What follows belongs to an exercise in optimizing a design on an open flow for small area, a short achievable clock period and few clock cycles per item; a production flow would make more cautious choices. RTL that was checked went through simulation tests only; none was proved equivalent to the original. Function not checked in run 1: the RTL went through the layout flow alone. Power figures rest on the tool's default switching activity, not on a simulated workload.

<file path="design/flow/config.mk">
export PLATFORM = sky130hd
export DESIGN_NAME = mod_exponent
export DESIGN_NICKNAME = mod_exponent
export VERILOG_FILES = /design/flow/design.v
export SDC_FILE = /design/flow/constraint.sdc
export NUM_CORES = 4
export LEC_CHECK = 0
export CAP_MARGIN = 20
export CORE_MARGIN = 2
export CORE_UTILIZATION = 30
export PLACE_DENSITY = 0.4
export SLEW_MARGIN = 20
</file>
<file path="design/flow/constraint.sdc">
create_clock -name core_clock -period 10.0 [get_ports {clk_in}]
set_input_delay 2.0000 -clock core_clock [delete_from_list [all_inputs] [get_ports {clk_in}]]
set_output_delay 2.0000 -clock core_clock [all_outputs]
set_load 0.01 [all_outputs]
</file>
<file path="design/flow/design.v">
`timescale 1ns/1ps
`default_nettype none
module multiplier #(parameter WIDTH = 64) (
    input  wire [WIDTH+1:0] s_in,
    input  wire [WIDTH+1:0] c_in,
    input  wire             e_in,
    input  wire [1:0]       a_in,
    input  wire [WIDTH-1:0] b_in,
    input  wire [WIDTH-1:0] n_in,
    input  wire             n1_in,    
    input  wire             iter,     
    input  wire             sub,      
    output logic [WIDTH+1:0] s_out,
    output logic [WIDTH+1:0] c_out,
    output logic            e_out
    );
    localparam TW = WIDTH + 4;
    logic [TW-1:0] s, c, r1, r2, r3, r4;
    logic [TW-1:0] s1, c1, s2, c2, s3, c3, s4, c4;
    logic [1:0] t, q;
    assign s  = {2'b00, s_in};
    assign c  = {2'b00, c_in};
    assign r1 = a_in[0] ? {4'b0000, b_in} : {TW{1'b0}};
    assign r2 = a_in[1] ? {3'b000, b_in, 1'b0} : {TW{1'b0}};
    assign t = s_in[1:0] + c_in[1:0] + {1'b0, e_in} + r1[1:0] + r2[1:0];
    assign q = {iter & (t[1] ^ (t[0] & ~n1_in)), iter & t[0]};
    assign r3 = {{4{sub}}, (n_in & {WIDTH{q[0]}}) | (~n_in & {WIDTH{sub}})};
    assign r4 = q[1] ? {3'b000, n_in, 1'b0} : {TW{1'b0}};
    assign s1 = s ^ c ^ r1;
    assign c1 = {(s[TW-2:0] & c[TW-2:0]) | (s[TW-2:0] & r1[TW-2:0]) | (c[TW-2:0] & r1[TW-2:0]), e_in};
    assign s2 = s1 ^ c1 ^ r2;
    assign c2 = {(s1[TW-2:0] & c1[TW-2:0]) | (s1[TW-2:0] & r2[TW-2:0]) | (c1[TW-2:0] & r2[TW-2:0]), sub};
    assign s3 = s2 ^ c2 ^ r3;
    assign c3 = {(s2[TW-2:0] & c2[TW-2:0]) | (s2[TW-2:0] & r3[TW-2:0]) | (c2[TW-2:0] & r3[TW-2:0]), 1'b0};
    assign s4 = s3 ^ c3 ^ r4;
    assign c4 = {(s3[TW-2:0] & c3[TW-2:0]) | (s3[TW-2:0] & r4[TW-2:0]) | (c3[TW-2:0] & r4[TW-2:0]), 1'b0};
    always_comb begin
        if (iter) begin
            s_out = s4[TW-1:2];
            c_out = c4[TW-1:2];
            e_out = s4[1] & c4[1];
        end else begin
            s_out = s4[WIDTH+1:0];
            c_out = c4[WIDTH+1:0];
            e_out = 1'b0;
        end
    end
endmodule
`default_nettype wire
`timescale 1ns/1ps
`default_nettype none
module mont_reduction (
    input  wire [7:0]  x,
    output logic [2:0] pos
    );
    always_comb begin
        pos = 3'd0;
        for (int i = 0; i < 8; i++)
            if (x[i]) pos = i[2:0];
    end
endmodule
`default_nettype wire
`timescale 1ns/1ps
`default_nettype none
module mod_exponent #(parameter WIDTH = 64) (
    input wire clk_in,
    input wire rst_in,
    input wire [WIDTH-1:0] base,
    input wire [WIDTH-1:0] exponent,
    input wire [WIDTH-1:0] modulo,
    input wire [WIDTH-1:0] inv_modulo,
    input wire [WIDTH:0] R,
    input wire [WIDTH-1:0] start_product,
    input wire valid_in,
    input wire ready_in,
    output logic [WIDTH-1:0] c_out,
    output logic valid_out,
    output logic busy_out
    );
    localparam ST_IDLE = 3'd0, ST_SCAN = 3'd1, ST_ITER = 3'd2, ST_SETTLE = 3'd3,
               ST_FIX = 3'd4, ST_DONE = 3'd5, ST_SUB = 3'd6;
    localparam OP_SQ = 2'd0, OP_MUL = 2'd1, OP_CONV = 2'd2;
    logic [2:0] state, state_n;
    logic [1:0] op, op_n;
    logic [WIDTH-1:0] acc;
    logic n1_r;                  
    logic [7:0] bgrp;            
    logic [WIDTH+1:0] s_r, c_r;
    logic e_r;
    logic [1:0] a_r;
    logic [4:0] cnt;
    logic [6:0] idx, idx_n;      
    logic [7:0] grp;             
    logic iter_r, sub_r;         
    logic [WIDTH+1:0] s_nx, c_nx;
    logic e_nx;
    multiplier #(.WIDTH(WIDTH)) step (
        .s_in(s_r), .c_in(c_r), .e_in(e_r), .a_in(a_r), .b_in(acc), .n_in(modulo),
        .n1_in(n1_r), .iter(iter_r), .sub(sub_r),
        .s_out(s_nx), .c_out(c_nx), .e_out(e_nx));
    logic [2:0] top_pos;
    mont_reduction lead (.x(grp), .pos(top_pos));
    assign c_out = acc;
    wire settled = (c_r == '0) && !e_r;
    wire ebit = grp[idx[2:0]];
    wire need_sub = s_r[WIDTH];
    wire [4:0] cnt1 = cnt + 5'd1;
    wire [4:0] cnt2 = cnt + 5'd2;
    logic ld_acc, ld_base, clr, set_one;
    logic [1:0] a_n;
    always_comb begin
        state_n = state;
        op_n = op;
        idx_n = idx;
        ld_acc = 1'b0;       
        ld_base = 1'b0;      
        clr = 1'b0;          
        set_one = 1'b0;      
        a_n = 2'b00;
        case (op)
            OP_SQ:   a_n = acc[{cnt1, 1'b0} +: 2];
            OP_MUL:  a_n = bgrp[{cnt1[1:0], 1'b0} +: 2];
            default: a_n = 2'b00;
        endcase
        if (state != ST_ITER || cnt == 5'd31) a_n = 2'b00;
        case (state)
            ST_IDLE: begin
                idx_n = 7'd63;
                if (valid_in) state_n = ST_SCAN;
            end
            ST_SCAN: begin
                ld_base = 1'b1;
                clr = 1'b1;
                if (grp != 8'd0) begin
                    idx_n = {1'b0, idx[5:3], top_pos} - 7'd1;
                    state_n = ST_ITER;
                    if (idx[5:3] == 3'd0 && top_pos == 3'd0) begin
                        op_n = OP_CONV;
                        a_n = 2'b01;
                    end else begin
                        op_n = OP_SQ;
                        a_n = base[1:0];
                    end
                end else if (idx[5:3] == 3'd0) begin
                    op_n = OP_CONV;
                    set_one = 1'b1;
                    state_n = ST_SETTLE;
                end else begin
                    idx_n = idx - 7'd8;
                end
            end
            ST_ITER: begin
                if (cnt == 5'd31) state_n = ST_SETTLE;
            end
            ST_SETTLE: begin
                if (settled && need_sub) begin
                    state_n = ST_SUB;
                end else if (settled) begin
                    ld_acc = 1'b1;
                    if (op == OP_CONV) begin
                        state_n = ST_SUB;
                    end else begin
                        clr = 1'b1;
                        state_n = ST_ITER;
                        if (op == OP_SQ && ebit) begin
                            op_n = OP_MUL;
                            a_n = bgrp[1:0];
                        end else if (idx[5:0] == 6'd0) begin
                            op_n = OP_CONV;
                            a_n = 2'b01;
                        end else begin
                            idx_n = idx - 7'd1;
                            op_n = OP_SQ;
                            a_n = s_r[1:0];
                        end
                    end
                end
            end
            ST_SUB: state_n = (op == OP_CONV) ? ST_FIX : ST_SETTLE;
            ST_FIX: begin
                if (settled) begin
                    ld_acc = !s_r[WIDTH+1];
                    state_n = ST_DONE;
                end
            end
            ST_DONE: if (ready_in) state_n = ST_IDLE;
            default: state_n = ST_IDLE;
        endcase
        if (rst_in) state_n = ST_IDLE;
    end
    always_ff @(posedge clk_in) begin
        n1_r <= modulo[1];
        bgrp <= base[{(state == ST_ITER) ? cnt2[4:2] : 3'd0, 3'b000} +: 8];
        grp <= exponent[{idx_n[5:3], 3'b000} +: 8];
        idx <= idx_n;
        state <= state_n;
        op <= op_n;
        iter_r <= state_n == ST_ITER;
        sub_r <= state_n == ST_SUB;
        a_r <= a_n;
        cnt <= (state == ST_ITER) ? cnt1 : 5'd0;
        if (clr || set_one) begin
            s_r <= {{(WIDTH+1){1'b0}}, set_one};
            c_r <= '0;
            e_r <= 1'b0;
        end else begin
            s_r <= s_nx;
            c_r <= c_nx;
            e_r <= e_nx;
        end
        if (ld_base) acc <= base;
        else if (ld_acc) acc <= s_r[WIDTH-1:0];
        if (rst_in) begin
            busy_out <= 1'b0;
            valid_out <= 1'b0;
        end else begin
            if (state == ST_IDLE && valid_in) busy_out <= 1'b1;
            if (state == ST_FIX && settled) begin
                busy_out <= 1'b0;
                valid_out <= 1'b1;
            end
            if (state == ST_DONE && ready_in) valid_out <= 1'b0;
        end
    end
endmodule
`default_nettype wire
</file>
<file path="design/flow/flow/run.sh">
#!/bin/bash
# Standard layout, with timing repair aiming well below the clock period so
# the resizer works on the paths that set the achieved period.
set -euo pipefail
export SETUP_SLACK_MARGIN=6.7
bash standard.sh > standard.log 2>&1
</file>
<file path="design/flow/standard.sh">
#!/bin/bash
# synth_recipe.tcl (not shown) runs the flow's synth.tcl, then flattens the netlist and writes it again
# the make line also repeats each setting of config.mk as NAME=value (left out here)
make -C /OpenROAD-flow-scripts/flow DESIGN_CONFIG=/design/flow/config.mk WORK_HOME=/design/flow/orfs CLKGATE_MAP_FILE= SYNTH_SCRIPT=/design/flow/synth_recipe.tcl "${@:-finish}"
</file>
==> results.yml, run 1 <==
outcome:
  status: "timing/DRC/antenna clean"
global_route:
  grt_usage_pct: 23.5
  antenna_found_initial: 3
  overflow: 0
  grt_pass1_vias: 16500
  grt_max_degree: 66
  grt_first_pass_wirelength_um: 115000
clock_tree:
  clock_latency_ps: 550
  cts_max_level: 2
  root_buffer: "clkbuf_16"
  clk_pin_slew_ps: 60
  cts_made_buffers: 34
  clockBufferDepth: 3
  cts_tree: "built"
  cts.sinks: 235
synthesis:
  yosysWarnings: 3
  syn_area_sq_mm: 0.0196
  synth_seq_cells: 235
  async_flop_share_pct: 0
  yosysSeqAreaShare_pct: 27.6
  syn-num-nets: 2559
  synthFlopType: "dfxtp_1"
  synth-edff-count: 69
  avgSynthCellArea_sq_um: 10.3
  synth_cell_types: 69
  synthCells: 1895
pwr:
  switchingPower_mw: 2.63
  powerDensity_mw_per_mm2: 229
  vdd_drop_max_mv: 0.140
  seqPwrFrac_pct: 24.5
  p_sw_share_pct: 42.3
  power.total_mw: 6.21
  power.leakage_nw: 11.2
  clkPwrFrac_pct: 20.4
  p_comb_share_pct: 55.1
  internal_power_mw: 3.58
place:
  place_area_sq_mm: 0.0229
  portBuffers: 261
  place.gp.congestion: 0.814
  place_hpwl_um: 53400
  dpl.cell_count: 2912
critical_path:
  end_kind: "register"
  r2r-start: "c_r[24]$_SDFF_PP0_"
  critPathLaunchType: "register"
  worst-setup-path-type: "reg2reg"
  worstPathMaxFanout: 14
  worstSetupEndpoint: "grp[5]$_DFF_P_"
  r2r_end: "grp[5]$_DFF_P_"
  ff2ff_setup_slack_ps: 6640
  arrival_ps: 3770
  critPathRequiredTime_ps: 10410
  critPathLaunch: "c_r[24]$_SDFF_PP0_"
  r2r_cells: 11
route:
  vias_per_cell: 5.00
  drt_iter0_drc: 1120
  drtPass1Iterations: 6
  via_count: 15600
  drt.antenna.violating_nets: 0
  drc_errors: 0
  wirelength_um: 80700
  wl_per_cell_um: 25.8
final_layout:
  fin_nets: 2909
  fillerInstances: 6316
  layout-drive-gt1-share_pct: 27.4
  finalInstanceArea_sq_mm: 0.0271
  fin_cells: 3127
  syn_to_final_growth_pct: 38.4
flow_run:
  cap_violations: 0
sta:
  max_freq_mhz: 297
  final.setup_skew_ps: 24.1
  tns_ps: 0
  worstMarginPinSlew_ps: 1010
  slew_violations: 0
  fin_crit_sh_pct: 33.6
  finalHoldViolations: 0
  setup_viol: 0
  slew_headroom_pct: 32.9
  post-route-min-period_ps: 3360
  grt_setup_unrepaired: "yes"
floorplan:
  core-area_sq_mm: 0.0645
  num_rows: 93
  die_w_um: 259
  start_util_pct: 30.3
  die_y_um: 259
  dieArea_sq_mm: 0.0673
  io_pins: 455
min_path:
  hold_path_class: "reg2reg"
[worst max-delay path, cell delays in order (launching register included)]
cell       delay [ps]
dfxtp_4           370
nor4_4            350
nand4_1           300
nor4_4            480
buf_4             210
nand4_1           130
a22o_4            320
buf_12            160
a21o_4            250
buf_4             170
a2111oi_4         390
nor4_4             70
[synthesized netlist by cell type, types with 17 or more instances]
master     instances  area [sq um]
clkbuf_1          88           330
mux2i_1          197          1970
mux2_2            62           698
o21ai_0           22           110
edfxtp_1          69          2070
nand2_1           97           364
buf_2             17          85.1
nor4_1            23           144
nor2_1           195           732
and2_1            70           438
a21oi_1           27           135
a2111oi_0         29           254
inv_1            303          1140
dfxtp_1          166          3320
fa_1             259          5180
and3_1            70           438
a211oi_1          40           300
mux4_2            31           698
[area by class of cell]
class	instances	area [sq um]	area share (%)
multi-input combinational	1245	14000	51.7
sequential	235	5420	20.0
timing repair buffer	424	4290	15.8
inverter	305	1160	4.30
tap	855	1070	3.95
clock buffer	42	933	3.45
clock inverter	19	209	0.772
antenna	2	5.00	0.0185
[sequential cells by signal, summed over array words and instances, names as in the netlist]
register   cells
state          3
op             2
valid_out      1
a_r            2
sub_r          1
c_r           66
bgrp           8
s_r           66
acc           64
idx            6
cnt            5
iter_r         1
busy_out       1
grp            8
n1_r           1
[per-stage QoR]
stage / util, % / worst slack [ps] / hold slack, ps
detailed placement: 35.6 / 4730 / 527
finish: 42.0 / 6640 / 532
global route: 42.0 / 6560 / 585
floorplan: - / 6580 / 527
CTS: 40.1 / 6530 / 532
global placement: 35.6 / 4690 / 515
[cells by family after synthesis]
kind of cell | share of synthesized area [%]
AND/OR/NAND/NOR | 12.6
multiplexers | 17.2
adder cells (fa/ha/maj) | 27.5
AO/OA/AOI/OAI | 6.10
XOR/XNOR | 0.493
flip-flops | 27.6
buffers and inverters | 8.46
[power by group through the flow]
stage                     sequential (mW)  clock [mW]  combinational (mW)
after floorplan                      1.46           0                1.85
after global placement               1.59           0                2.78
after detailed placement             1.58           0                2.78
after CTS                            1.53        1.29                3.22
after global routing                 1.55        1.33                3.80
final                                1.52        1.27                3.42
[placed cells by master, fill, tap and decap left out, types with 8 or more instances in the layout]
cell             count
o21ai_0             21
inv_1              267
clkdlybuf4s15_1     42
mux4_2              31
a21oi_1             25
dlygate4sd2_1       43
a211oi_2            12
inv_2               36
mux2i_1            169
clkdlybuf4s50_1    132
nor4_1               8
buf_6               17
nor4_4               8
dfxtp_1            157
buf_2               20
a211oi_1            13
clkbuf_2            14
buf_12              17
and3_1              70
a211oi_4            15
and2_1              37
nor2_1             192
a31oi_1              9
nand4_1             10
fa_2                57
and2_4              33
mux2i_2             23
buf_4              105
mux2_2              62
edfxtp_1            69
a2111oi_4           27
nand2_1             95
clkdlybuf4s15_2     10
buf_16              13
clkinv_2             8
nor4_2               9
ha_1                16
clkbuf_16           41
fa_1               202
[layer usage]
| layer | vias up | part of all wire (%) | track usage [%] |
|---|---|---|---|
| li1 | 6995 | - | - |
| met1 | 8083 | 44 | 31.4 |
| met2 | 427 | 48 | 37.9 |
| met3 | 118 | 5.2 | 4.61 |
| met4 | 0 | 3.6 | 8.59 |
| met5 | - | 0 | 0 |
[worst min-delay path by stage]
stage / start / endpoint / slack, ps / cells past startpoint
3_3_place_gp: busy_out$_SDFFE_PP0P_ / busy_out$_SDFFE_PP0P_ / 510 / 2
3_5_place_dp: busy_out$_SDFFE_PP0P_ / busy_out$_SDFFE_PP0P_ / 530 / 2
6_report: busy_out$_SDFFE_PP0P_ / busy_out$_SDFFE_PP0P_ / 530 / 2
4_1_cts: busy_out$_SDFFE_PP0P_ / busy_out$_SDFFE_PP0P_ / 530 / 2
5_1_grt: busy_out$_SDFFE_PP0P_ / busy_out$_SDFFE_PP0P_ / 590 / 2
2_1_floorplan: busy_out$_SDFFE_PP0P_ / busy_out$_SDFFE_PP0P_ / 530 / 2
[repair_timing]
| item | CTS | global route |
|---|---|---|
| setup buffers | 100 | 31 |
| gates resized for setup | 440 | 239 |
| pin swaps | 100 | 151 |
| cloned | 14 | 7 |
| endpoints found under the setup margin | 282 | 210 |
| hold buffers | 0 | 0 |
==> run 2: changes to the inputs <==
--- a/design/flow/design.v
+++ b/design/flow/design.v
@@ -1,8 +1,8 @@
 `timescale 1ns/1ps
 `default_nettype none
 module multiplier #(parameter WIDTH = 64) (
-    input  wire [WIDTH+1:0] s_in,
-    input  wire [WIDTH+1:0] c_in,
+    input  wire [WIDTH:0]   s_in,
+    input  wire [WIDTH:0]   c_in,
     input  wire             e_in,
     input  wire [1:0]       a_in,
     input  wire [WIDTH-1:0] b_in,
@@ -10,22 +10,22 @@
     input  wire             n1_in,    
     input  wire             iter,     
     input  wire             sub,      
-    output logic [WIDTH+1:0] s_out,
-    output logic [WIDTH+1:0] c_out,
+    output logic [WIDTH:0]   s_out,
+    output logic [WIDTH:0]   c_out,
     output logic            e_out
     );
-    localparam TW = WIDTH + 4;
+    localparam TW = WIDTH + 3;
     logic [TW-1:0] s, c, r1, r2, r3, r4;
     logic [TW-1:0] s1, c1, s2, c2, s3, c3, s4, c4;
     logic [1:0] t, q;
     assign s  = {2'b00, s_in};
     assign c  = {2'b00, c_in};
-    assign r1 = a_in[0] ? {4'b0000, b_in} : {TW{1'b0}};
-    assign r2 = a_in[1] ? {3'b000, b_in, 1'b0} : {TW{1'b0}};
+    assign r1 = a_in[0] ? {3'b000, b_in} : {TW{1'b0}};
+    assign r2 = a_in[1] ? {2'b00, b_in, 1'b0} : {TW{1'b0}};
     assign t = s_in[1:0] + c_in[1:0] + {1'b0, e_in} + r1[1:0] + r2[1:0];
     assign q = {iter & (t[1] ^ (t[0] & ~n1_in)), iter & t[0]};
-    assign r3 = {{4{sub}}, (n_in & {WIDTH{q[0]}}) | (~n_in & {WIDTH{sub}})};
-    assign r4 = q[1] ? {3'b000, n_in, 1'b0} : {TW{1'b0}};
+    assign r3 = {{3{sub}}, (n_in & {WIDTH{q[0]}}) | (~n_in & {WIDTH{sub}})};
+    assign r4 = q[1] ? {2'b00, n_in, 1'b0} : {TW{1'b0}};
     assign s1 = s ^ c ^ r1;
     assign c1 = {(s[TW-2:0] & c[TW-2:0]) | (s[TW-2:0] & r1[TW-2:0]) | (c[TW-2:0] & r1[TW-2:0]), e_in};
     assign s2 = s1 ^ c1 ^ r2;
@@ -40,8 +40,8 @@
             c_out = c4[TW-1:2];
             e_out = s4[1] & c4[1];
         end else begin
-            s_out = s4[WIDTH+1:0];
-            c_out = c4[WIDTH+1:0];
+            s_out = s4[WIDTH:0];
+            c_out = c4[WIDTH:0];
             e_out = 1'b0;
         end
     end
@@ -82,21 +82,21 @@
     localparam OP_SQ = 2'd0, OP_MUL = 2'd1, OP_CONV = 2'd2;
     logic [2:0] state, state_n;
     logic [1:0] op, op_n;
-    logic [WIDTH-1:0] acc;
-    logic n1_r;                  
+    logic [WIDTH-1:0] acc, n_r;
     logic [7:0] bgrp;            
-    logic [WIDTH+1:0] s_r, c_r;
+    logic [WIDTH:0] s_r, c_r;
     logic e_r;
     logic [1:0] a_r;
     logic [4:0] cnt;
     logic [6:0] idx, idx_n;      
     logic [7:0] grp;             
+    logic scan_wait;             
     logic iter_r, sub_r;         
-    logic [WIDTH+1:0] s_nx, c_nx;
+    logic [WIDTH:0] s_nx, c_nx;
     logic e_nx;
     multiplier #(.WIDTH(WIDTH)) step (
-        .s_in(s_r), .c_in(c_r), .e_in(e_r), .a_in(a_r), .b_in(acc), .n_in(modulo),
-        .n1_in(n1_r), .iter(iter_r), .sub(sub_r),
+        .s_in(s_r), .c_in(c_r), .e_in(e_r), .a_in(a_r), .b_in(acc), .n_in(n_r),
+        .n1_in(n_r[1]), .iter(iter_r), .sub(sub_r),
         .s_out(s_nx), .c_out(c_nx), .e_out(e_nx));
     logic [2:0] top_pos;
     mont_reduction lead (.x(grp), .pos(top_pos));
@@ -131,7 +131,8 @@
             ST_SCAN: begin
                 ld_base = 1'b1;
                 clr = 1'b1;
-                if (grp != 8'd0) begin
+                if (scan_wait) begin
+                end else if (grp != 8'd0) begin
                     idx_n = {1'b0, idx[5:3], top_pos} - 7'd1;
                     state_n = ST_ITER;
                     if (idx[5:3] == 3'd0 && top_pos == 3'd0) begin
@@ -179,7 +180,7 @@
             ST_SUB: state_n = (op == OP_CONV) ? ST_FIX : ST_SETTLE;
             ST_FIX: begin
                 if (settled) begin
-                    ld_acc = !s_r[WIDTH+1];
+                    ld_acc = !s_r[WIDTH];
                     state_n = ST_DONE;
                 end
             end
@@ -189,9 +190,10 @@
         if (rst_in) state_n = ST_IDLE;
     end
     always_ff @(posedge clk_in) begin
-        n1_r <= modulo[1];
+        n_r <= modulo;
         bgrp <= base[{(state == ST_ITER) ? cnt2[4:2] : 3'd0, 3'b000} +: 8];
-        grp <= exponent[{idx_n[5:3], 3'b000} +: 8];
+        grp <= exponent[{idx[5:3], 3'b000} +: 8];
+        scan_wait <= (state == ST_IDLE) || ((state == ST_SCAN) && !scan_wait);
         idx <= idx_n;
         state <= state_n;
         op <= op_n;
@@ -200,7 +202,7 @@
         a_r <= a_n;
         cnt <= (state == ST_ITER) ? cnt1 : 5'd0;
         if (clr || set_one) begin
-            s_r <= {{(WIDTH+1){1'b0}}, set_one};
+            s_r <= {{WIDTH{1'b0}}, set_one};
             c_r <= '0;
             e_r <= 1'b0;
         end else begin
==> design/flow/flow/run.sh (replaced) <==
#!/bin/bash
# Standard layout, with timing repair aiming well below the clock period so
# the resizer works on the paths that set the achieved period, and small
# port buffers (every port still gets one).
set -euo pipefail
export SETUP_SLACK_MARGIN=6.7
export BUFFER_PORTS_ARGS="-buffer_cell sky130_fd_sc_hd__buf_1"
bash standard.sh > standard.log 2>&1
==> run 2 against run 1 <==
  * Critical path depth stayed put
  * Synthesized cell count increased by 7.3%
  * Final cell count rose by 2.5%
  * Routed wire length is 4.3% lower
  * Highest routed layer is now met5
  * Fmax rose by 2.8%
  * Count of clock-buffer cells in the layout increased by 12
==> results.yml, run 2 <==
global_route:
  antenna_found_initial: 3
  grt_max_degree: 77
  grt_pass1_vias: 16700
  grt_first_pass_wirelength_um: 111000
  grt_usage_pct: 21.6
  overflow: 0
place:
  pre_cts_slack_ps: 5390
  place_hpwl_um: 52000
  place.gp.congestion: 0.816
  portBuffers: 261
synthesis:
  yosysWarnings: 3
  async_flop_share_pct: 0
  syn-num-nets: 2693
  synth_top_cells_by_count: "312 x nand2_1, 270 x inv_1, 257 x fa_1"
  yosys.area.top_type: "fa_1"
  synth_cell_types: 52
  synthFlopType: "dfxtp_1"
  synth-edff-count: 72
  synth_seq_cells: 297
  yosysSeqAreaShare_pct: 32.8
  synthMostInstantiatedCell: "nand2_1"
  synth_top_area_share_pct: 25.3
  avgSynthCellArea_sq_um: 9.99
  syn_area_sq_mm: 0.0203
  yosys-top-cells-area: "fa_1 25%, dfxtp_1 22%, edfxtp_1 11%"
  synthCells: 2034
pwr:
  power.leakage_nw: 10.2
  internal_power_mw: 3.28
  switchingPower_mw: 2.38
  clkPwrFrac_pct: 25.8
  powerDensity_mw_per_mm2: 233
  vdd_drop_max_mv: 0.129
  seqPwrFrac_pct: 34.3
  p_comb_share_pct: 39.8
  p_sw_share_pct: 42.1
critical_path:
  worstPathMaxFanout: 12
  critPathMostFrequentCell: "fa_1"
  critPathSlowestCell: "fa_2"
  critPathLaunchType: "register"
  critPathRequiredTime_ps: 10510
  max_stage_delay_ps: 560
  arrival_ps: 3780
  worst-setup-path-type: "reg2reg"
  end_kind: "register"
  crit_chain: "buf_12 -> buf_12 -> and2_1 -> fa_1 -> inv_1 -> fa_1 -> fa_1 -> inv_1 -> fa_2 -> mux2i_1 -> nor2_1"
sta:
  slew_violations: 0
  tns_ps: 0
  grt_setup_unrepaired: "yes"
  post-route-min-period_ps: 3270
  finalHoldViolations: 0
  max_freq_mhz: 305
  worstMarginPinSlew_ps: 1060
  slew_headroom_pct: 29.1
  final.setup_skew_ps: 25.6
  fin_crit_sh_pct: 32.7
  setup_viol: 0
  layout_setup_ws_ps: 6730
  holdWs_ps: 485
clock_tree:
  cts.sinks: 297
  root_buffer: "clkbuf_16"
  clock_latency_ps: 590
  cts_max_level: 2
  cts_made_buffers: 42
  cts_tree: "built"
  clockBufferDepth: 3
  clk_pin_slew_ps: 60
final_layout:
  final_cell_mix: "312 x nand2_1, 270 x inv_1, 254 x buf_1"
  layout-drive-gt1-share_pct: 9.45
  syn_to_final_growth_pct: 19.4
  reg_top3: "c_r (65), s_r (65)"
  final_common_cell: "nand2_1"
  fin_nets: 2954
route:
  drt.antenna.violating_nets: 0
  via_count: 15600
  drc_errors: 0
  drt_iter0_drc: 982
  drtPass1Iterations: 4
  wirelength_um: 77200
  wl_per_cell_um: 24.1
  vias_per_cell: 4.85
flow_run:
  cap_violations: 0
floorplan:
  die_w_um: 264
  num_rows: 95
  core-area_sq_mm: 0.0672
  start_util_pct: 30.3
  die_y_um: 264
  io_pins: 455
  dieArea_sq_mm: 0.0699
min_path:
  hold_path_class: "reg2reg"
outcome:
  status: "timing/DRC/antenna clean"
## run 2: area by class of cell
class,count,area [sq um]
Multi-Input combinational cell,1354,12300
Sequential cell,297,6680
Inverter,272,1020
Clock buffer,54,1120
Timing Repair Buffer,328,1850
Clock inverter,24,193
Fill cell,6894,42900
Tap cell,873,1090
Antenna cell,2,5.00
## run 2: worst paths after layout
path,start,to,slack [ps],cells after the start
setup / recovery,a_r[0]$_DFF_P_,s_r[35]$_SDFF_PP0_,6730,11
hold / removal,valid_out$_SDFFE_PP0P_,valid_out$_SDFFE_PP0P_,490,2
setup reg to reg,a_r[0]$_DFF_P_,s_r[35]$_SDFF_PP0_,6730,11
hold reg to reg,valid_out$_SDFFE_PP0P_,valid_out$_SDFFE_PP0P_,490,2
## run 2: timing repair
item                                    in CTS  in global routing
endpoints found under the setup margin     211                172
pin swaps                                    2                 15
hold buffers                                 0                  0
buffers inserted                            23                 14
resized for setup                           28                 31
gates cloned                                 5                  7
## run 2: routing by layer
layer / share of wire (%) / GRT usage (%) / up-vias
li1: - / - / 7067
met1: 45 / 29.0 / 8008
met2: 49 / 36.6 / 387
met3: 4.5 / 3.37 / 88
met4: 2.0 / 4.67 / 2
met5: 0.010 / 0 / -
## run 2: kinds of logic after synthesis
group | after synthesis | synth area share [%]
AND/OR/NAND/NOR | 719 | 15.9
buffers and inverters | 385 | 7.28
flip-flops | 297 | 32.8
adder cells (fa/ha/maj) | 270 | 26.1
multiplexers | 237 | 13.8
AO/OA/AOI/OAI | 112 | 3.50
XOR/XNOR | 14 | 0.603
## run 2: through the flow
step	cells	utilization [%]	instance area (sq um)	total power [mW]
CTS	3181	35.6	23900	5.66
global route	3204	36.1	24300	6.04
detailed placement	3075	33.0	22200	4.01
floorplan	2034	-	20300	3.08
global placement	3074	33.0	22100	4.00
finish	3204	36.1	24300	5.66
## run 2: worst max-delay path, delay by kind of cell (launching register included)
family | cells | cell delay (ps)
and+or+nand+nor | 2 | 250
DFF | 1 | 390
adders and majority gates | 4 | 2060
muxes | 1 | 80
buffers and inverters | 4 | 420
## run 2: power by group through the flow
stage	clock network (mW)	logic, mW	registers, mW
3_5_place_dp	0	2.00	2.01
3_3_place_gp	0	1.98	2.02
6_report	1.46	2.26	1.94
5_1_grt	1.55	2.51	1.98
2_1_floorplan	0	1.23	1.85
4_1_cts	1.51	2.19	1.96
Testbench counts of run 2, summed over its fixed seeds: cycles 63,316, items 32.
==> run 3: changes to the inputs <==
--- a/design/flow/config.mk
+++ b/design/flow/config.mk
@@ -7,6 +7,9 @@
 export LEC_CHECK = 0
 export CAP_MARGIN = 20
 export CORE_MARGIN = 2
-export CORE_UTILIZATION = 30
-export PLACE_DENSITY = 0.4
+export CORE_UTILIZATION = 55
+export CTS_BUF_LIST = sky130_fd_sc_hd__clkbuf_4 sky130_fd_sc_hd__clkbuf_8
+export CTS_CLUSTER_DIAMETER = 60
+export CTS_CLUSTER_SIZE = 30
+export PLACE_DENSITY = 0.65
 export SLEW_MARGIN = 20
==> run 3 against run 2 <==
  * Still clean
  * Utilization up 27 points
  * Combinational power shrank 8%
  * Design area shrank 5.2%
  * Via count increased by 1.5%
  * Global-route usage is 11 points higher
  * Clock skew up 8.6 ps
  * Routed wire length shrank 20%
  * Hold slack lost 6.3 ps
  * Fmax decreased by 0.83%
  * Largest power group unchanged
==> results.yml, run 3 <==
synthesis:
  synth_cell_types: 52
  synthFlopType: "dfxtp_1"
  synth_seq_cells: 297
  synthCells: 2034
  yosysSeqAreaShare_pct: 32.8
  synth_top_cells_by_count: "312 x nand2_1, 270 x inv_1, 257 x fa_1"
  yosys.area.top_type: "fa_1"
  yosys-top-cells-area: "fa_1 25%, dfxtp_1 22%, edfxtp_1 11%"
  yosysWarnings: 3
  async_flop_share_pct: 0
  synth-edff-count: 72
  avgSynthCellArea_sq_um: 9.99
  syn-num-nets: 2693
  synth_top_area_share_pct: 25.3
  syn_area_sq_mm: 0.0203
  synthMostInstantiatedCell: "nand2_1"
pwr:
  switchingPower_mw: 2.15
  vdd_drop_max_mv: 0.142
  seqPwrFrac_pct: 38.2
  p_comb_share_pct: 41.8
  internal_power_mw: 2.87
  power.total_mw: 5.01
  power.leakage_nw: 9.90
  clkPwrFrac_pct: 20.1
  p_sw_share_pct: 42.8
  powerDensity_mw_per_mm2: 218
clock_tree:
  clk_pin_slew_ps: 90
  clockBufferDepth: 3
  postCtsHoldBufs: 0
  clock_latency_ps: 620
  cts_tree: "built"
  cts_max_level: 2
  cts_made_buffers: 34
  root_buffer: "clkbuf_8"
  cts.sinks: 297
min_path:
  hold_path_class: "reg2reg"
final_layout:
  multiInputGateArea_sq_mm: 0.0123
  final_cell_mix: "311 x nand2_1, 270 x inv_1, 261 x buf_1"
  syn_to_final_growth_pct: 13.2
  finalInstanceArea_sq_mm: 0.0230
  final_common_cell: "nand2_1"
  ff_latch_area_sq_mm: 0.00668
  layout-drive-gt1-share_pct: 8.29
  fin_nets: 2938
  fillerInstances: 3092
  reg_top3: "c_r (65), s_r (65)"
sta:
  post-route-min-period_ps: 3300
  worstMarginPinSlew_ps: 1210
  grt_setup_unrepaired: "yes"
  setup_viol: 0
  max_freq_mhz: 303
  final.setup_skew_ps: 34.2
  tns_ps: 0
  layout_setup_ws_ps: 6700
  slew_headroom_pct: 18.6
  fin_crit_sh_pct: 33.0
  finalHoldViolations: 0
  slew_violations: 0
critical_path:
  critPathRequiredTime_ps: 10460
  worst-setup-path-type: "reg2reg"
  timing.critical_path.buf_inv: 1
  critPathSlowestCell: "fa_2"
  end_kind: "register"
  cp_top_family: "adder cells"
  ff2ff_setup_slack_ps: 6700
  worstPathMaxFanout: 64
  crit_chain: "nand2_2 -> fa_2 -> nor2_1 -> xnor2_1 -> xnor2_2 -> buf_8 -> and3_1 -> fa_1 -> a21oi_1 -> o22ai_1"
  critPathLaunchType: "register"
  arrival_ps: 3770
  max_stage_delay_ps: 620
global_route:
  overflow: 0
  grt_pass1_vias: 16000
  antenna_found_initial: 1
  grt_usage_pct: 32.2
  grt_first_pass_wirelength_um: 93300
  grt_max_degree: 77
place:
  pre_cts_slack_ps: 5370
  place_hpwl_um: 43000
  portBuffers: 261
  place_area_sq_mm: 0.0216
  place.gp.congestion: 0.896
route:
  wirelength_um: 62100
  wl_per_cell_um: 22.4
  drt_iter0_drc: 1155
  drc_errors: 0
  via_count: 15800
  drtPass1Iterations: 5
  drt.antenna.violating_nets: 0
  vias_per_cell: 5.70
floorplan:
  die_y_um: 196
  num_rows: 70
  die_w_um: 196
  start_util_pct: 55.7
  io_pins: 455
  core-area_sq_mm: 0.0365
  dieArea_sq_mm: 0.0385
flow_run:
  cap_violations: 0
outcome:
  status: "timing/DRC/antenna clean"
-- run 3: worst paths after layout --
| path | from | to | cells past startpoint |
|---|---|---|---|
| hold reg to reg | valid_out$_SDFFE_PP0P_ | valid_out$_SDFFE_PP0P_ | 2 |
| setup reg to reg | a_r[0]$_DFF_P_ | s_r[0]$_DFF_P_ | 10 |
| setup / recovery | a_r[0]$_DFF_P_ | s_r[0]$_DFF_P_ | 10 |
| hold / removal | valid_out$_SDFFE_PP0P_ | valid_out$_SDFFE_PP0P_ | 2 |
-- run 3: cell type report --
class | count | share of cell area (%)
Timing Repair Buffer | 319 | 7.07
Inverter | 272 | 4.44
Multi-Input combinational cell | 1355 | 53.5
Clock inverter | 24 | 1.30
Clock buffer | 37 | 2.16
Antenna cell | 1 | 0.0109
Sequential cell | 297 | 29.0
Tap cell | 468 | 2.54
-- run 3: stage by stage --
step	hold slack (ps)	instances	utilization, %
after CTS	488	2757	62.4
after global placement	461	2665	59.1
after floorplan	492	2034	-
final	479	2773	63.0
after global routing	548	2773	63.0
after detailed placement	475	2665	59.2
-- run 3: worst reg2reg max path: stages (launching register included) --
cell     delay, ps
dfxtp_4        470
nand2_2        100
fa_2           620
nor2_1          80
xnor2_1        260
xnor2_2        160
buf_8          300
and3_1         410
fa_1           460
a21oi_1        220
o22ai_1         90
-- run 3: kinds of logic after synthesis --
kind of cell,after synthesis,share of synthesized area [%]
and+or+nand+nor,719,15.9
buffers and inverters,385,7.28
DFF,297,32.8
adders and majority gates,270,26.1
muxes,237,13.8
AOI/OAI and AO/OA,112,3.50
xor gates and xnor gates,14,0.603
-- run 3: per-layer routing --
metal  global-route usage (%)  share of wire, %
met5                        0                 0
met4                     12.5               4.1
met3                     5.88               9.1
met2                     51.6                46
met1                     43.9                41
-- run 3: power groups by stage --
stage               registers, mW  clock network (mW)  logic [mW]
finish                       1.91                1.01        2.09
global route                 1.94                1.07        2.31
CTS                          1.91                1.03        2.02
detailed placement           1.97                   0        1.87
global placement             1.97                   0        1.82
floorplan                    1.85                   0        1.23
-- run 3: what timing repair did --
action / in CTS / in global routing
gates resized for setup: 20 / 17
buffers inserted: 27 / 10
pin swaps: 1 / 5
setup endpoints to repair: 212 / 185
cloned: 4 / 4
==> run 4: changes to the inputs <==
--- a/design/flow/design.v
+++ b/design/flow/design.v
@@ -82,7 +82,8 @@
     localparam OP_SQ = 2'd0, OP_MUL = 2'd1, OP_CONV = 2'd2;
     logic [2:0] state, state_n;
     logic [1:0] op, op_n;
-    logic [WIDTH-1:0] acc, n_r;
+    logic [WIDTH-1:0] acc;
+    logic n1_r;                  
     logic [7:0] bgrp;            
     logic [WIDTH:0] s_r, c_r;
     logic e_r;
@@ -95,8 +96,8 @@
     logic [WIDTH:0] s_nx, c_nx;
     logic e_nx;
     multiplier #(.WIDTH(WIDTH)) step (
-        .s_in(s_r), .c_in(c_r), .e_in(e_r), .a_in(a_r), .b_in(acc), .n_in(n_r),
-        .n1_in(n_r[1]), .iter(iter_r), .sub(sub_r),
+        .s_in(s_r), .c_in(c_r), .e_in(e_r), .a_in(a_r), .b_in(acc), .n_in(modulo),
+        .n1_in(n1_r), .iter(iter_r), .sub(sub_r),
         .s_out(s_nx), .c_out(c_nx), .e_out(e_nx));
     logic [2:0] top_pos;
     mont_reduction lead (.x(grp), .pos(top_pos));
@@ -190,7 +191,7 @@
         if (rst_in) state_n = ST_IDLE;
     end
     always_ff @(posedge clk_in) begin
-        n_r <= modulo;
+        n1_r <= modulo[1];
         bgrp <= base[{(state == ST_ITER) ? cnt2[4:2] : 3'd0, 3'b000} +: 8];
         grp <= exponent[{idx[5:3], 3'b000} +: 8];
         scan_wait <= (state == ST_IDLE) || ((state == ST_SCAN) && !scan_wait);
==> design/flow/flow/run.sh (replaced) <==
#!/bin/bash
# Standard layout, with timing repair aiming well below the clock period so
# the resizer works on the paths that set the achieved period, and small
# port buffers (every port still gets one).
set -euo pipefail
export SETUP_SLACK_MARGIN=6.55
export BUFFER_PORTS_ARGS="-buffer_cell sky130_fd_sc_hd__buf_1"
bash standard.sh > standard.log 2>&1
--- a/design/flow/config.mk
+++ b/design/flow/config.mk
@@ -8,8 +8,5 @@
 export CAP_MARGIN = 20
 export CORE_MARGIN = 2
 export CORE_UTILIZATION = 55
-export CTS_BUF_LIST = sky130_fd_sc_hd__clkbuf_4 sky130_fd_sc_hd__clkbuf_8
-export CTS_CLUSTER_DIAMETER = 60
-export CTS_CLUSTER_SIZE = 30
 export PLACE_DENSITY = 0.65
 export SLEW_MARGIN = 20
==> run 4 against run 3 <==
  * Critical path depth is 1 higher
  * Sequential share of layout area down 3.8 points
  * Still clean on timing, DRC and antenna
  * Power is 12% lower
  * Combinational power is 14% lower
  * Design area shrank 6.8%
  * Synthesized cell count fell by 5.0%
  * Routed wire length is 9.8% lower
  * Final cell count fell by 5.5%
  * Critical endpoint is now s_r[54]$_SDFF_PP0_
==> results.yml, run 4 <==
synthesis:
  synthFlopType: "dfxtp_1"
  synth_seq_cells: 234
  yosys-top-cells-area: "fa_1 27%, dfxtp_1 17%, edfxtp_1 11%"
  async_flop_share_pct: 0
  synthXorXnorAreaFrac_pct: 0.598
  syn_area_sq_mm: 0.0190
  synth_top_cells_by_count: "281 x nand2_1, 270 x inv_1, 257 x fa_1"
  synth.area.mux_share_pct: 15.7
  yosysSeqAreaShare_pct: 28.4
  syn-num-nets: 2592
  synth_top_family_by_area: "adder cells"
  synthMostInstantiatedCell: "nand2_1"
  yosys.area.top_type: "fa_1"
  synth_cell_types: 55
  synth-edff-count: 72
  synth-compound-area-share_pct: 3.33
  synth-simple-area-share_pct: 16.2
  synthCells: 1933
  synth_top_area_share_pct: 27.0
  yosysWarnings: 3
  avgSynthCellArea_sq_um: 9.85
  synth_fa_ha_area_share_pct: 27.9
critical_path:
  timing.critical_path.buf_inv: 3
  worst-setup-path-type: "reg2reg"
  max_stage_delay_ps: 620
  critPathRequiredTime_ps: 10430
  ff2ff_setup_slack_ps: 6610
  end_kind: "register"
  crit_chain: "and2_4 -> fa_2 -> and2_4 -> buf_12 -> buf_6 -> mux2i_1 -> fa_1 -> inv_1 -> fa_1 -> mux2i_1 -> nor2_1"
  arrival_ps: 3820
  cp_top_family: "adder cells"
  critPathSlowestCell: "fa_2"
  worstPathMaxFanout: 5
  critPathLaunchType: "register"
global_route:
  grt_first_pass_wirelength_um: 85800
  overflow: 0
  grt_max_degree: 80
  antenna_found_initial: 6
  grt_pass1_vias: 15100
  grt_usage_pct: 31.4
pwr:
  power.leakage_nw: 9.26
  vdd_drop_max_mv: 0.145
  powerDensity_mw_per_mm2: 207
clock_tree:
  cts_max_level: 1
  cts.sinks: 234
  root_buffer: "clkbuf_16"
  clockBufferDepth: 3
  clk_pin_slew_ps: 60
  cts_made_buffers: 28
  clock_latency_ps: 550
  cts_tree: "built"
  postCtsHoldBufs: 0
sta:
  tns_ps: 0
  setup_viol: 0
  max_freq_mhz: 295
  finalHoldViolations: 0
  holdWs_ps: 463
  post-route-min-period_ps: 3390
  worstMarginPinSlew_ps: 963
  final.setup_skew_ps: 11.9
  slew_headroom_pct: 35.8
  fin_crit_sh_pct: 33.9
  slew_violations: 0
  grt_setup_unrepaired: "yes"
flow_run:
  cap_violations: 0
place:
  place_hpwl_um: 41200
  place.gp.congestion: 0.914
  portBuffers: 261
route:
  wirelength_um: 56000
  drc_errors: 0
  drt.antenna.violating_nets: 0
  via_count: 14700
  drt_iter0_drc: 1019
  wl_per_cell_um: 21.4
  drtPass1Iterations: 5
  vias_per_cell: 5.62
final_layout:
  utilization_pct: 62.6
  final_cell_mix: "279 x nand2_1, 270 x inv_1, 261 x buf_1"
  final_common_cell: "nand2_1"
  fin_nets: 2802
  fillerInstances: 2960
  multiInputGateArea_sq_mm: 0.0122
  ff_latch_area_sq_mm: 0.00542
  layout-drive-gt1-share_pct: 6.79
  syn_to_final_growth_pct: 12.7
  reg_top3: "c_r (65), s_r (65), acc (64)"
floorplan:
  core-area_sq_mm: 0.0343
  die_w_um: 190
  io_pins: 455
  dieArea_sq_mm: 0.0361
  die_y_um: 190
  num_rows: 68
  start_util_pct: 55.5
outcome:
  status: "timing/DRC/antenna clean"
min_path:
  hold_path_class: "reg2reg"
## run 4: logic make-up after synthesis
group | count (synthesis)
AO/OA/AOI/OAI | 101
XOR/XNOR | 13
adder cells (fa/ha/maj) | 270
buffers and inverters | 384
flip-flops | 234
multiplexers | 252
AND/OR/NAND/NOR | 679
## run 4: final cells by class
class,instances,share of cell area (%)
clock buffers,44,3.92
diodes,1,0.0117
flip-flops and latches,234,25.2
inverters,271,4.74
multi-input cells,1318,56.9
clock inverters,8,0.338
repair buffers,290,6.19
well taps,455,2.65
## run 4: what timing repair did
item,4_1_cts,5_1_grt
pin swaps,1,22
gates resized for setup,9,11
gates cloned,3,4
endpoints found under the setup margin,155,143
buffers inserted,5,2
## run 4: final timing paths
kind	startpoint	cells after the start	to
worst max register to register	acc[0]$_DFFE_PP_	11	s_r[54]$_SDFF_PP0_
worst max-delay path	acc[0]$_DFFE_PP_	11	s_r[54]$_SDFF_PP0_
worst min register to register	valid_out$_SDFFE_PP0P_	1	valid_out$_SDFFE_PP0P_
worst min-delay path	valid_out$_SDFFE_PP0P_	1	valid_out$_SDFFE_PP0P_
## run 4: power breakdown
part           switching, mW  total [mW]  leakage [nW]  internal, mW
Combinational           1.10        1.79          6.78         0.684
Sequential             0.325        1.63          2.03          1.31
Clock                  0.415        1.02         0.449         0.601
Total                   1.84        4.44          9.26          2.59
## run 4: through the flow
stage,power [mW],setup WS [ps],instance area [sq um],cells
after floorplan,2.70,6570,19000,1933
after global placement,3.33,6020,20300,2553
after detailed placement,3.37,5910,20300,2553
after CTS,4.42,6610,21300,2613
after global routing,4.73,6520,21500,2620
final,4.44,6610,21500,2621
## run 4: metal layers
metal / share of wire, % / GRT usage, % / vias up
li1: - / - / 6646
met1: 43 / 44.8 / 7331
met2: 45 / 48.3 / 632
met3: 9.3 / 7.14 / 104
met4: 2.7 / 8.94 / 4
met5: 0.048 / 0 / -
Testbench counts of run 4, summed over its fixed seeds: cycles 63,316, items 32.
==> run 5: changes to the inputs <==
==> design/flow/flow/run.sh (replaced) <==
#!/bin/bash
# Standard layout, with timing repair aiming well below the clock period so
# the resizer works on the paths that set the achieved period, and small
# port buffers (every port still gets one).
set -euo pipefail
export SETUP_SLACK_MARGIN=6.7
export BUFFER_PORTS_ARGS="-buffer_cell sky130_fd_sc_hd__buf_1"
bash standard.sh > standard.log 2>&1
==> run 5 against run 4 <==
  * First-iteration DRC count up 16%
  * Count of clock-buffer cells in the layout is 7 lower
  * Global-route usage grew 0.36 points
  * Power up 3.3%
  * Largest power group unchanged
==> results.yml, run 5 <==
outcome:
  status: "timing/DRC/antenna clean"
critical_path:
  r2r_cells: 10
  worstPathMaxFanout: 16
  ff2ff_setup_slack_ps: 6690
  max_stage_delay_ps: 570
  end_kind: "register"
  r2r-start: "a_r[0]$_DFF_P_"
  arrival_ps: 3730
  cp_top_family: "adder cells"
  worst-setup-path-type: "reg2reg"
  critPathMostFrequentCell: "fa_1"
  critPathLaunchType: "register"
  critPathRequiredTime_ps: 10420
  timing.critical_path.buf_inv: 3
  critPathSlowestCell: "fa_1"
  worst-path-stages: 10
  crit_chain: "clkbuf_16 -> and2_1 -> fa_1 -> inv_1 -> fa_1 -> fa_1 -> inv_1 -> fa_1 -> mux2i_1 -> nor2_1"
  r2r_end: "s_r[18]$_SDFF_PP0_"
sta:
  slew_violations: 0
  post-route-min-period_ps: 3310
  grt_setup_unrepaired: "yes"
  layout_setup_ws_ps: 6690
  fin_crit_sh_pct: 33.1
  max_freq_mhz: 302
  slew_headroom_pct: 24.4
  finalHoldViolations: 0
  worstMarginPinSlew_ps: 1130
  setup_viol: 0
  final.setup_skew_ps: 17.1
  tns_ps: 0
route:
  wirelength_um: 58100
  wl_per_cell_um: 22.2
  via_count: 14900
  drt_iter0_drc: 1180
  vias_per_cell: 5.68
  drtPass1Iterations: 5
  drc_errors: 0
  drt.antenna.violating_nets: 0
min_path:
  min_path_cells: 1
  min_from: "valid_out$_SDFFE_PP0P_"
  hold_path_class: "reg2reg"
  hold_end: "valid_out$_SDFFE_PP0P_"
final_layout:
  utilization_pct: 63.3
  layout-drive-gt1-share_pct: 9.18
  final_cell_mix: "279 x nand2_1, 258 x buf_1, 254 x inv_1"
  reg_top3: "c_r (65), s_r (65), acc (64)"
  final_common_cell: "nand2_1"
  syn_to_final_growth_pct: 13.9
  n_antenna_cell: 0
  fin_nets: 2805
  finalInstanceArea_sq_mm: 0.0217
clock_tree:
  clock_latency_ps: 550
  root_buffer: "clkbuf_16"
  cts_tree: "built"
  postCtsHoldBufs: 0
  cts.sinks: 234
  cts_max_level: 1
  cts_made_buffers: 27
  clk_pin_slew_ps: 60
  clockBufferDepth: 3
place:
  place_area_sq_mm: 0.0203
  portBuffers: 261
  place_hpwl_um: 41900
  pre_cts_slack_ps: 5910
  place.gp.congestion: 0.905
pwr:
  internal_power_mw: 2.68
  power.leakage_nw: 9.35
  switchingPower_mw: 1.90
  vdd_drop_max_mv: 0.132
  seqPwrFrac_pct: 35.8
  p_comb_share_pct: 40.9
  clkPwrFrac_pct: 23.3
  power.total_mw: 4.58
  p_sw_share_pct: 41.4
  powerDensity_mw_per_mm2: 211
synthesis:
  async_flop_share_pct: 0
  syn-num-nets: 2592
  synth_top_cells_by_count: "281 x nand2_1, 270 x inv_1, 257 x fa_1"
  synth-edff-count: 72
  synthCells: 1933
  synthMostInstantiatedCell: "nand2_1"
  syn_area_sq_mm: 0.0190
  yosysWarnings: 3
  synth_seq_cells: 234
  synth_cell_types: 55
  synthFlopType: "dfxtp_1"
  avgSynthCellArea_sq_um: 9.85
  yosys-top-cells-area: "fa_1 27%, dfxtp_1 17%, edfxtp_1 11%"
  yosysSeqAreaShare_pct: 28.4
  yosys.area.top_type: "fa_1"
  synth_top_area_share_pct: 27.0
global_route:
  grt_first_pass_wirelength_um: 87100
  overflow: 0
  grt_usage_pct: 31.7
  antenna_found_initial: 4
  grt_max_degree: 76
  grt_pass1_vias: 15100
floorplan:
  dieArea_sq_mm: 0.0361
  die_y_um: 190
  io_pins: 455
  start_util_pct: 55.5
  die_w_um: 190
  num_rows: 68
  core-area_sq_mm: 0.0343
flow_run:
  cap_violations: 0
## run 5: changes by cell type in the layout (fill, tap and decap cells not counted), moves of 8 or more
cell and delta:
inv_1 -16, inv_2 +16, and2_4 +11, and2_1 -10
clkbuf_1 -8
## run 5: worst max path at each step
stage                                  start                 end  slack, ps
after detailed placement    acc[0]$_DFFE_PP_   s_r[7]$_SDFF_PP0_       5910
after global placement      acc[0]$_DFFE_PP_   s_r[7]$_SDFF_PP0_       6000
after CTS                 c_r[27]$_SDFF_PP0_   acc[12]$_DFFE_PP_       6720
after floorplan                    modulo[3]   s_r[1]$_SDFF_PP0_       6590
after global routing          a_r[0]$_DFF_P_   s_r[3]$_SDFF_PP0_       6630
final                         a_r[0]$_DFF_P_  s_r[18]$_SDFF_PP0_       6690
## run 5: cell type report
class,instances,area (sq um)
Fill cell,2975,12600
Clock inverter,13,149
Clock buffer,37,826
Timing Repair Buffer,293,1420
Tap cell,455,569
Multi-Input combinational cell,1319,12300
Sequential cell,234,5420
Inverter,271,1020
## run 5: stage by stage
stage | cells | hold slack (ps)
5_1_grt | 2622 | 494
6_report | 2622 | 475
4_1_cts | 2611 | 479
3_5_place_dp | 2553 | 466
2_1_floorplan | 1933 | 508
3_3_place_gp | 2553 | 458
## run 5: logic make-up after synthesis
family	after synthesis	synth area share (%)
AO/OA/AOI/OAI	101	3.33
multiplexers	252	15.7
XOR/XNOR	13	0.598
AND/OR/NAND/NOR	679	16.2
flip-flops	234	28.4
adder cells (fa/ha/maj)	270	27.9
buffers and inverters	384	7.91
## run 5: metal layers
metal / vias up / wire length [um] / GRT usage, % / part of all wire [%]
met4: 4 / 1600 / 7.13 / 2.8
met5: - / 33 / 0 / 0.057
met2: 680 / 26400 / 49.8 / 45
met1: 7456 / 25000 / 46.5 / 43
met3: 103 / 5010 / 5.35 / 8.6
li1: 6648 / - / - / -
## run 5: what timing repair did
action,in CTS,in global routing
setup endpoints to repair,166,167
gates cloned,4,7
buffers inserted,4,3
gates resized for setup,16,49
pin swaps,1,38
endpoints found under the hold margin,0,0
## run 5: power by group through the flow
stage	Clock [mW]	Combinational, mW	Sequential, mW
after floorplan	0	1.18	1.56
after global placement	0	1.72	1.65
after detailed placement	0	1.77	1.65
after CTS	1.08	1.82	1.63
after global routing	1.11	2.09	1.67
final	1.07	1.87	1.64
==> run 6: changes to the inputs <==
--- a/design/flow/config.mk
+++ b/design/flow/config.mk
@@ -8,5 +8,8 @@
 export CAP_MARGIN = 20
 export CORE_MARGIN = 2
 export CORE_UTILIZATION = 55
+export CTS_BUF_LIST = sky130_fd_sc_hd__clkbuf_16
+export CTS_CLUSTER_DIAMETER = 80
+export CTS_CLUSTER_SIZE = 34
 export PLACE_DENSITY = 0.65
 export SLEW_MARGIN = 20
==> run 6 against run 5 <==
  * Still clean on timing, DRC and antenna
  * First-iteration DRC count grew 4.4%
  * Area after synthesis is the same
  * Sequential cell count is the same
  * Routed wire length shrank 2.0%
  * Combinational power is essentially flat
  * Sequential power is essentially flat
  * Fmax grew 0.90%
  * Count of clock-buffer cells in the layout shrank 21
  * Final cell count shrank 1.0%
  * Critical path type unchanged
==> results.yml, run 6 <==
synthesis:
  synth_seq_cells: 234
  avgSynthCellArea_sq_um: 9.85
  synthFlopType: "dfxtp_1"
  yosys-top-cells-area: "fa_1 27%, dfxtp_1 17%, edfxtp_1 11%"
  async_flop_share_pct: 0
  synth-edff-count: 72
  yosys.area.top_type: "fa_1"
  synthCells: 1933
  yosysSeqAreaShare_pct: 28.4
  synthMostInstantiatedCell: "nand2_1"
  syn_area_sq_mm: 0.0190
  synth_top_area_share_pct: 27.0
  synth_top_cells_by_count: "281 x nand2_1, 270 x inv_1, 257 x fa_1"
  synth_cell_types: 55
  yosysWarnings: 3
  syn-num-nets: 2592
sta:
  post-route-min-period_ps: 3280
  final.setup_skew_ps: 30.9
  setup_viol: 0
  worstMarginPinSlew_ps: 1130
  tns_ps: 0
  finalHoldViolations: 0
  slew_violations: 0
  fin_crit_sh_pct: 32.8
  slew_headroom_pct: 24.5
  max_freq_mhz: 305
  grt_setup_unrepaired: "yes"
route:
  wl_per_cell_um: 21.9
  vias_per_cell: 5.66
  via_count: 14700
  wirelength_um: 56900
  drc_errors: 0
  drt_iter0_drc: 1232
  drt.antenna.violating_nets: 0
  drtPass1Iterations: 5
clock_tree:
  postCtsHoldBufs: 0
  clock_latency_ps: 510
  cts.sinks: 234
  clk_pin_slew_ps: 100
  clockBufferDepth: 3
  cts_made_buffers: 15
  root_buffer: "clkbuf_16"
  cts_max_level: 1
  cts_tree: "built"
critical_path:
  r2r-start: "a_r[0]$_DFF_P_"
  critPathMostFrequentCell: "fa_1"
  r2r_end: "s_r[16]$_SDFF_PP0_"
  critPathRequiredTime_ps: 10380
  critPathLaunchType: "register"
  arrival_ps: 3660
  worst-setup-path-type: "reg2reg"
  critPathSlowestCell: "fa_1"
  max_stage_delay_ps: 530
  crit_chain: "clkbuf_16 -> and2_4 -> fa_1 -> inv_2 -> fa_2 -> fa_1 -> inv_1 -> fa_1 -> mux2i_1 -> nor2_1"
  end_kind: "register"
  worstSetupEndpoint: "s_r[16]$_SDFF_PP0_"
  critPathLaunch: "a_r[0]$_DFF_P_"
  worstPathMaxFanout: 8
  ff2ff_setup_slack_ps: 6720
  r2r_cells: 10
pwr:
  powerDensity_mw_per_mm2: 199
  power.total_mw: 4.22
  vdd_drop_max_mv: 0.144
  power.leakage_nw: 9.11
global_route:
  grt_usage_pct: 31.4
  grt_max_degree: 76
  grt_first_pass_wirelength_um: 86100
  grt_pass1_vias: 14900
  overflow: 0
  antenna_found_initial: 3
floorplan:
  dieArea_sq_mm: 0.0361
  num_rows: 68
  die_y_um: 190
  start_util_pct: 55.5
  die_w_um: 190
  core-area_sq_mm: 0.0343
  io_pins: 455
final_layout:
  syn_to_final_growth_pct: 11.3
  utilization_pct: 61.8
  n_antenna_cell: 0
  final_common_cell: "nand2_1"
  reg_top3: "c_r (65), s_r (65), acc (64)"
  layout-drive-gt1-share_pct: 7.52
  fin_nets: 2790
  final_cell_mix: "279 x nand2_1, 265 x inv_1, 256 x buf_1"
  fillerInstances: 3041
min_path:
  hold_path_class: "reg2reg"
  min_path_cells: 1
outcome:
  status: "timing/DRC/antenna clean"
place:
  place_hpwl_um: 41900
  place.gp.congestion: 0.905
  portBuffers: 261
flow_run:
  cap_violations: 0
## run 6: cell counts after synthesis
Identical to the previous run, type by type.
## run 6: timing repair
| action | CTS | global route |
|---|---|---|
| pin swaps | 2 | 16 |
| gates cloned | 4 | 5 |
| setup buffers | 4 | 1 |
| endpoints found under the setup margin | 175 | 122 |
| resized for setup | 18 | 33 |
## run 6: cell type report
| type | instances | area [sq um] | share of cell area [%] |
|---|---|---|---|
| multi-input combinational | 1318 | 12300 | 57.9 |
| sequential | 234 | 5420 | 25.6 |
| timing repair buffer | 291 | 1360 | 6.43 |
| inverter | 271 | 1020 | 4.80 |
| tap | 455 | 569 | 2.69 |
| clock buffer | 16 | 400 | 1.89 |
| clock inverter | 10 | 146 | 0.691 |
## run 6: worst min path at each step
| stage | startpoint | end | slack (ps) |
|---|---|---|---|
| after CTS | valid_out$_SDFFE_PP0P_ | valid_out$_SDFFE_PP0P_ | 490 |
| after global placement | valid_out$_SDFFE_PP0P_ | valid_out$_SDFFE_PP0P_ | 460 |
| after floorplan | scan_wait$_DFF_P_ | scan_wait$_DFF_P_ | 510 |
| final | valid_out$_SDFFE_PP0P_ | valid_out$_SDFFE_PP0P_ | 490 |
| after global routing | valid_out$_SDFFE_PP0P_ | valid_out$_SDFFE_PP0P_ | 500 |
| after detailed placement | valid_out$_SDFFE_PP0P_ | valid_out$_SDFFE_PP0P_ | 470 |
## run 6: critical path: cells and delay by family, from the launching register on
kind	cells	cell delay, ps
mux	1	170
buf+inv	3	360
fa+ha+maj	4	1910
simple gates	2	220
flops	1	490
## run 6: routing by layer
metal	part of all wire [%]	GRT usage, %	up-vias
met5	0.058	0	-
met3	8.0	4.43	69
li1	-	-	6604
met1	44	46.5	7386
met4	2.2	6.56	4
met2	46	49.5	628
## run 6: per-stage QoR
| step | setup slack (ps) | instances | hold slack (ps) | instance area (sq um) |
|---|---|---|---|---|
| 2_1_floorplan | 6590 | 1933 | 508 | 19100 |
| 3_3_place_gp | 6000 | 2553 | 458 | 20300 |
| 3_5_place_dp | 5910 | 2553 | 466 | 20300 |
| 4_1_cts | 6700 | 2587 | 486 | 21000 |
| 5_1_grt | 6650 | 2595 | 502 | 21200 |
| 6_report | 6720 | 2595 | 485 | 21200 |
## run 6: logic make-up (layout without fill, tap and decap cells)
group / count (synthesis) / in the layout / share of synthesized area (%)
compound gates: 101 / 102 / 3.33
xor+xnor: 13 / 13 / 0.598
fa+ha+maj: 270 / 270 / 27.9
buf+inv: 384 / 588 / 7.91
flops: 234 / 234 / 28.4
mux: 252 / 252 / 15.7
simple gates: 679 / 681 / 16.2
## run 6: power breakdown
part | total (mW) | switching [mW] | internal [mW]
sequential | 1.64 | 0.331 | 1.31
combinational | 1.85 | 1.14 | 0.716
clock | 0.725 | 0.366 | 0.359
==> run 7: changes to the inputs <==
--- a/design/flow/config.mk
+++ b/design/flow/config.mk
@@ -9,7 +9,7 @@
 export CORE_MARGIN = 2
 export CORE_UTILIZATION = 55
 export CTS_BUF_LIST = sky130_fd_sc_hd__clkbuf_16
-export CTS_CLUSTER_DIAMETER = 80
-export CTS_CLUSTER_SIZE = 34
+export CTS_CLUSTER_DIAMETER = 60
+export CTS_CLUSTER_SIZE = 22
 export PLACE_DENSITY = 0.65
 export SLEW_MARGIN = 20
==> run 7 against run 6 <==
  * Final cell count increased by 0.66%
  * Combinational power about the same
  * Hold slack lost 10 ps
  * Via count rose by 0.36%
  * Largest cell class unchanged
==> results.yml, run 7 <==
critical_path:
  cp_top_family: "adder cells"
  end_kind: "register"
  critPathLaunchType: "register"
  max_stage_delay_ps: 560
  critPathMostFrequentCell: "fa_1"
  critPathSlowestCell: "fa_1"
  arrival_ps: 3700
  crit_chain: "clkbuf_16 -> and2_1 -> fa_1 -> inv_1 -> fa_1 -> fa_1 -> inv_1 -> fa_1 -> mux2i_1 -> nor2_1"
  worstPathMaxFanout: 16
  critPathRequiredTime_ps: 10410
  timing.critical_path.buf_inv: 3
  worst-setup-path-type: "reg2reg"
clock_tree:
  cts_made_buffers: 24
  cts.sinks: 234
  clockBufferDepth: 3
  cts_max_level: 1
  cts_tree: "built"
  clk_pin_slew_ps: 70
  root_buffer: "clkbuf_16"
  clock_latency_ps: 540
synthesis:
  synth_top_cells_by_count: "281 x nand2_1, 270 x inv_1, 257 x fa_1"
  synthXorXnorAreaFrac_pct: 0.598
  synth-compound-area-share_pct: 3.33
  synth-simple-area-share_pct: 16.2
  synthFlopType: "dfxtp_1"
  synth-edff-count: 72
  syn_area_sq_mm: 0.0190
  synth.area.mux_share_pct: 15.7
  yosys-top-cells-area: "fa_1 27%, dfxtp_1 17%, edfxtp_1 11%"
  async_flop_share_pct: 0
  synthCells: 1933
  synth_cell_types: 55
  yosys.area.top_type: "fa_1"
  yosysWarnings: 3
  yosysSeqAreaShare_pct: 28.4
  synth_seq_cells: 234
  synth_top_family_by_area: "adder cells"
  avgSynthCellArea_sq_um: 9.85
  syn-num-nets: 2592
  synthMostInstantiatedCell: "nand2_1"
  synth_fa_ha_area_share_pct: 27.9
  synth_top_area_share_pct: 27.0
route:
  wl_per_cell_um: 22.0
  drt_iter0_drc: 1260
  drt.antenna.violating_nets: 0
  wirelength_um: 57400
  vias_per_cell: 5.64
  drtPass1Iterations: 5
  drc_errors: 0
  via_count: 14700
pwr:
  vdd_drop_max_mv: 0.132
  power.leakage_nw: 9.26
  powerDensity_mw_per_mm2: 207
sta:
  final.setup_skew_ps: 22.5
  finalHoldViolations: 0
  tns_ps: 0
  slew_violations: 0
  worstMarginPinSlew_ps: 1130
  post-route-min-period_ps: 3280
  grt_setup_unrepaired: "yes"
  max_freq_mhz: 305
  fin_crit_sh_pct: 32.8
  setup_viol: 0
  holdWs_ps: 475
  slew_headroom_pct: 24.8
  layout_setup_ws_ps: 6720
final_layout:
  syn_to_final_growth_pct: 12.8
  layout-drive-gt1-share_pct: 7.42
  fin_nets: 2798
  reg_top3: "c_r (65), s_r (65), acc (64)"
  final_common_cell: "nand2_1"
  final_cell_mix: "279 x nand2_1, 271 x inv_1, 255 x fa_1"
  fillerInstances: 3010
  n_antenna_cell: 0
place:
  place.gp.congestion: 0.905
  pre_cts_slack_ps: 5910
  place_hpwl_um: 41900
  portBuffers: 261
outcome:
  status: "timing/DRC/antenna clean"
global_route:
  grt_pass1_vias: 15000
  antenna_found_initial: 3
  grt_first_pass_wirelength_um: 87100
  overflow: 0
  grt_usage_pct: 31.7
  grt_max_degree: 76
min_path:
  hold_path_class: "reg2reg"
flow_run:
  cap_violations: 0
floorplan:
  io_pins: 455
  core-area_sq_mm: 0.0343
  dieArea_sq_mm: 0.0361
  start_util_pct: 55.5
  die_w_um: 190
  die_y_um: 190
  num_rows: 68
-- run 7: cell counts after synthesis --
No cell type changed its count.
-- run 7: cells by family (layout without fill, tap and decap cells) --
logic type / after synthesis / count (layout)
compound gates: 101 / 102
simple gates: 679 / 681
flops: 234 / 234
buf+inv: 384 / 605
fa+ha+maj: 270 / 270
mux: 252 / 252
xor+xnor: 13 / 13
-- run 7: final cells by class --
type                            instances  area [sq um]  area share (%)
Timing Repair Buffer                  290          1380            6.43
Multi-Input combinational cell       1318         12200            57.0
Clock buffer                           25           626            2.91
Sequential cell                       234          5420            25.2
Inverter                              271          1020            4.74
Tap cell                              455           569            2.65
Clock inverter                         19           234            1.09
-- run 7: where the power goes --
group | internal (mW) | switching [mW]
combinational | 0.714 | 1.13
clock | 0.511 | 0.454
sequential | 1.31 | 0.328
total | 2.53 | 1.92
-- run 7: final timing paths --
kind                                             start                     end  slack (ps)  depth (start not counted)
worst max register to register          a_r[0]$_DFF_P_      s_r[18]$_SDFF_PP0_        6720                         10
worst min-delay path            valid_out$_SDFFE_PP0P_  valid_out$_SDFFE_PP0P_         480                          1
worst max-delay path                    a_r[0]$_DFF_P_      s_r[18]$_SDFF_PP0_        6720                         10
worst min register to register  valid_out$_SDFFE_PP0P_  valid_out$_SDFFE_PP0P_         480                          1
-- run 7: metrics by stage --
stage | utilization [%] | power (mW) | cell area (sq um) | cells
floorplan | - | 2.74 | 19100 | 1933
global placement | 59.1 | 3.37 | 20300 | 2553
detailed placement | 59.1 | 3.42 | 20300 | 2553
CTS | 62.1 | 4.42 | 21300 | 2605
global route | 62.6 | 4.74 | 21500 | 2612
finish | 62.6 | 4.45 | 21500 | 2612
-- run 7: repair_timing --
action	4_1_cts	5_1_grt
buffers inserted	4	1
setup endpoints to repair	174	142
cloned	4	5
pin swaps	2	12
hold buffers	0	0
gates resized for setup	18	18
-- run 7: routing by layer --
layer / global-route usage [%] / up-vias / share of wire, %
li1: - / 6633 / -
met1: 46.8 / 7405 / 43
met3: 4.65 / 72 / 8.5
met4: 6.11 / 4 / 2.1
met2: 50.2 / 630 / 46
met5: 0 / - / 0.058

==> static timing again, ports no longer ideal <==
Ports are ideal in the flow. The routed layouts listed here were re-timed in OpenROAD.
Step 1: set_driving_cell puts a clkbuf_16 on clk_in and a buf_2 on each other input, an assumption about the parent block.
Step 2 times the ports against the registers' clock, not the clock port: input delays grow and output delays shrink by t, the midpoint of the rising clock arrivals with the driver on.
Slacks: ideal / step 1 / step 2; pairs: ideal / step 1.
| run | shift t [ns] | slack for setup (ns) | worst setup path at the end | worst register clock-pin slew, ns |
|---|---|---|---|---|
| run 1 | 0.596 | 6.635 / 6.612 / 6.101 | input to register | 0.06 / 0.06 |
| run 2 | 0.637 | 6.726 / 6.665 / 6.726 | register to register | 0.06 / 0.06 |
| run 3 | 0.651 | 6.698 / 6.672 / 6.698 | register to register | 0.11 / 0.11 |
| run 4 | 0.604 | 6.610 / 6.559 / 6.108 | input to register | 0.06 / 0.06 |
| run 5 | 0.595 | 6.687 / 6.685 / 6.176 | input to register | 0.06 / 0.06 |
| run 6 | 0.557 | 6.716 / 6.716 / 6.197 | input to register | 0.11 / 0.11 |
| run 7 | 0.587 | 6.717 / 6.712 / 6.191 | input to register | 0.09 / 0.09 |
After both steps every run listed still meets setup and hold. The setup slack of run 1, which loses most, moves by -0.023 ns with the drivers and by -0.534 ns with both steps.
